Background: an optimization exercise with open tools, aiming at small area, a short achievable clock period and few clock cycles per item. Do not read the settings as production practice.
Power and IR drop assume default switching activity.

==> delta: inputs <==
Design fp_carpma, start of the top module:
module fp_carpma(
    input clk_i, rst_i, en_i,
    input [31:0] x1_i, x2_i,
    output [31:0] sonuc_o,
    output done_o
    );
  wire zero = ~|x1_i | ~|x2_i;
  wire [23:0] ma = {1'b1, x1_i[22:0]};
  wire [23:0] mb = {1'b1, x2_i[22:0]};
  wire [25:0] bx = {2'b00, mb};
  wire [11:0] ng, one, two;
  genvar g;
  generate for (g = 0; g < 12; g = g + 1) begin : bd
    wire b0 = (g == 0) ? 1'b0 : bx[2*g-1];
    wire b1 = bx[2*g];
    wire b2 = bx[2*g+1];
    assign ng[g] = b2;
    assign one[g] = b1 ^ b0;
    assign two[g] = (b2 & ~b1 & ~b0) | (~b2 & b1 & b0);
  end endgenerate
  wire [24:0] bp0 = (({1'b0, ma} & {25{one[0]}}) | ({ma, 1'b0} & {25{two[0]}})) ^ {25{ng[0]}};
  wire [24:0] bp1 = (({1'b0, ma} & {25{one[1]}}) | ({ma, 1'b0} & {25{two[1]}})) ^ {25{ng[1]}};
  wire [24:0] bp2 = (({1'b0, ma} & {25{one[2]}}) | ({ma, 1'b0} & {25{two[2]}})) ^ {25{ng[2]}};
  wire [24:0] bp3 = (({1'b0, ma} & {25{one[3]}}) | ({ma, 1'b0} & {25{two[3]}})) ^ {25{ng[3]}};
  wire [24:0] bp4 = (({1'b0, ma} & {25{one[4]}}) | ({ma, 1'b0} & {25{two[4]}})) ^ {25{ng[4]}};
  wire [24:0] bp5 = (({1'b0, ma} & {25{one[5]}}) | ({ma, 1'b0} & {25{two[5]}})) ^ {25{ng[5]}};
  wire [24:0] bp6 = (({1'b0, ma} & {25{one[6]}}) | ({ma, 1'b0} & {25{two[6]}})) ^ {25{ng[6]}};
  wire [24:0] bp7 = (({1'b0, ma} & {25{one[7]}}) | ({ma, 1'b0} & {25{two[7]}})) ^ {25{ng[7]}};
  wire [24:0] bp8 = (({1'b0, ma} & {25{one[8]}}) | ({ma, 1'b0} & {25{two[8]}})) ^ {25{ng[8]}};
  ...
clock: 10.0 ns
lec_check: 0
abc_area: 1
cap_margin: 20
core_margin: 2
core_utilization: 40
setup_slack_margin: 4.5
slew_margin: 20
standard.sh (not shown) runs the stock make flow with config.mk's settings and CLKGATE_MAP_FILE= SYNTH_SCRIPT=/design/flow/synth_recipe.tcl, a recipe that flattens the netlist after the stock synthesis.
==> flow/flow/run.sh <==
#!/bin/bash
# The standard layout (the standard.sh, unchanged synthesis and steps), except
# that the port buffers use sky130_fd_sc_hd__buf_4 instead of the cell that
# buffer_ports picks by default (a slow delay buffer), and Yosys maps the
# logic without its early ABC pass (SYNTH_ARGS=-noabc), so that the full adders
# are found in the equations as written.
set -uo pipefail
export BUFFER_PORTS_ARGS="-buffer_cell sky130_fd_sc_hd__buf_4"
export SYNTH_ARGS="-noabc"
bash standard.sh > flow.log 2>&1
==> inputs of ember, as changes to delta <==
==> flow/flow/run.sh (replaced) <==
#!/bin/bash
set -uo pipefail
export BUFFER_PORTS_ARGS="-buffer_cell sky130_fd_sc_hd__buf_1"
export SYNTH_ARGS="-noabc"
bash standard.sh > flow.log 2>&1
==> inputs of onyx, as changes to delta <==
--- a/flow/design.v
+++ b/flow/design.v
@@ -1,16 +1,17 @@
 module fp_carpma(
     input clk_i, rst_i, en_i,
     input [31:0] x1_i, x2_i,
     output [31:0] sonuc_o,
     output done_o
     );
-  wire zero = ~|x1_i | ~|x2_i;
-  wire [23:0] ma = {1'b1, x1_i[22:0]};
-  wire [23:0] mb = {1'b1, x2_i[22:0]};
+  wire nz1 = |x1_i;
+  wire nz2 = |x2_i;
+  wire [23:0] ma = {nz1, x1_i[22:0]};
+  wire [23:0] mb = {nz2, x2_i[22:0]};
   wire [25:0] bx = {2'b00, mb};
   wire [11:0] ng, one, two;
   genvar g;
   generate for (g = 0; g < 12; g = g + 1) begin : bd
     wire b0 = (g == 0) ? 1'b0 : bx[2*g-1];
     wire b1 = bx[2*g];
     wire b2 = bx[2*g+1];
@@ -628,26 +629,24 @@
   wire [47:0] ts = {fs268, fs267, fs266, fc264, fc263, fs263, fc261, fc260, fc259, fc258, fs258, fc256, fc255, fc254, fc253, fc252, fc251, fc250, fc249, fc248, fc247, fc246, fc245, fc244, fc243, fc242, fc241, fc240, fc239, fc238, fc237, fc236, fc235, fc234, fc233, hc27, hc26, hc25, hc24, hc23, hs23, fs232, fs198, fs133, fs52, fs0, bp0[1], ng[0]};
   wire [47:0] tc = {fc267, fc266, fc265, fs265, fs264, fc262, fs262, fs261, fs260, fs259, fc257, fs257, fs256, fs255, fs254, fs253, fs252, fs251, fs250, fs249, fs248, fs247, fs246, fs245, fs244, fs243, fs242, fs241, fs240, fs239, fs238, fs237, fs236, fs235, fs234, fs233, hs27, hs26, hs25, hs24, fc232, 1'b0, 1'b0, 1'b0, 1'b0, 1'b0, 1'b0, bp0[0]};
   wire [12:0] lo_sum = ts[12-1:0] + tc[12-1:0];
   reg [35:0] s_q, c_q;
   reg cy_q;
   reg [7:0] e_q;
   reg sg_q;
-  reg z_q;
   reg done_q;
   always @(posedge clk_i) begin
     s_q <= ts[47:12];
     c_q <= tc[47:12];
     cy_q <= lo_sum[12];
-    e_q <= x1_i[30:23] + x2_i[30:23] + 8'd129;
-    sg_q <= x1_i[31] ^ x2_i[31];
-    z_q <= zero;
+    e_q <= (nz1 & nz2) ? (x1_i[30:23] + x2_i[30:23] + 8'd129) : 8'd0;
+    sg_q <= nz1 & nz2 & (x1_i[31] ^ x2_i[31]);
     done_q <= en_i & ~rst_i;
   end
   wire [36:0] r1 = {s_q, cy_q} + {c_q, cy_q};
   wire [24:0] r = r1[36:12];
   wire [22:0] man = r[24] ? r[23:1] : r[22:0];
   wire [7:0] e_inc = e_q + 8'd1;
   wire [7:0] e = r[24] ? e_inc : e_q;
-  assign sonuc_o = {sg_q, e, man} & {32{~z_q}};
+  assign sonuc_o = {sg_q, e, man};
   assign done_o = done_q;
 endmodule
==> flow/run.sh (new file) <==
#!/bin/bash
# synth_recipe.tcl (not shown) runs the flow's synth.tcl, then flattens the netlist and writes it again
# the make line also repeats each setting of config.mk as NAME=value (left out here)
make -C /OpenROAD-flow-scripts/flow DESIGN_CONFIG=/design/flow/config.mk WORK_HOME=/design/flow/orfs CLKGATE_MAP_FILE= SYNTH_SCRIPT=/design/flow/synth_recipe.tcl finish
Settings changed: SETUP_SLACK_MARGIN 4.5 to 0.
removed: flow/flow/run.sh
removed: flow/standard.sh
==> summary of the runs <==
- Worst hold slack: delta is lower than ember (0.0025 ns).
- Clock-buffer cell count is the same in delta and ember.
- The lowest maximum frequency belongs to onyx, the highest to ember.
- Of onyx and delta, onyx has the higher global-route usage (gap 1.1 points).
- In onyx the via count is higher than in delta, by 7.0%.
- Final cell count: ember is smaller than onyx (9.3%).
- The highest core utilization belongs to ember, the lowest to onyx.
- Of delta and onyx, delta has the higher sequential cell count (gap 1).
==> figures <==
Run status: delta no timing/DRC/antenna violations; ember no timing/DRC/antenna violations; onyx no timing/DRC/antenna violations
Startpoint of the tightest hold check path: delta rst_i; ember rst_i; onyx en_i
Final Cycle Share: delta 0.544; ember 0.544; onyx 0.785
Register cell area after layout: delta 1680 um2; ember 1680 um2; onyx 1660 um2
Met1 layer usage reported by global route: delta 0.359; ember 0.365; onyx 0.380
PD cells: delta 325 nW/um2; ember 310 nW/um2; onyx 315 nW/um2
Wire per inst: delta 22.9 um; ember 23.2 um; onyx 21.2 um
Combinational fraction of design power: delta 0.836; ember 0.830; onyx 0.844
Combinational Power: delta 5.08 mW; ember 4.93 mW; onyx 5.12 mW
Most common cell after layout, fill and taps aside: delta sky130_fd_sc_hd__nand2_1; ember sky130_fd_sc_hd__nand2_1; onyx sky130_fd_sc_hd__inv_1
Non-Filler Instances: delta 2591; ember 2641; onyx 2911
Total vias in the final route: delta 14900; ember 15400; onyx 16000
Proportion of cell area occupied by registers: delta 0.0899; ember 0.0877; onyx 0.0862
Portion of the layout cell area used by non-clock buffers: delta 0.0686; ember 0.0798; onyx 0.0682
Non-CTS inverters: delta 257; ember 258; onyx 461
Total track usage: delta 0.266; ember 0.272; onyx 0.277
Clock network fraction of total power: delta 0.057; ember 0.058; onyx 0.053
Sequential share of power: delta 0.108; ember 0.112; onyx 0.103
Function was not checked in any run of this note: the RTL went through the layout flow alone.

## port drivers added, routing unchanged
How much do the figures lean on ideal ports? The routed layouts below were timed once more, with nothing changed but the port constraints. Step 1 (the two cells are an assumption about what drives the block):
set clk [get_ports {clk_i}]
set_driving_cell -lib_cell sky130_fd_sc_hd__clkbuf_16 $clk
set_driving_cell -lib_cell sky130_fd_sc_hd__buf_2 [delete_from_list [all_inputs] $clk]
Step 2 adds t to the input delays and takes it off the output delays; t is the mean of the earliest and latest rising clock arrival at the registers after step 1. Input paths then give back, and output paths get back, about the clock's delay inside the block. a / b / c = no drivers / after step 1 / after step 2; a / b = the first two.
| run | t, ns | setup WS [ns] | worst register clock-pin slew, ns |
|---|---|---|---|
| delta | 0.419 | 4.557 / 4.484 / 4.065 | 0.08 / 0.08 |
| ember | 0.418 | 4.561 / 4.555 / 4.137 | 0.08 / 0.08 |
| onyx | 0.395 | 2.150 / 2.171 / 1.776 | 0.07 / 0.07 |
After both steps setup and hold are still met in every run listed. For delta, which loses most, drivers alone change the setup slack by -0.073 ns; drivers and shift together by -0.492 ns.
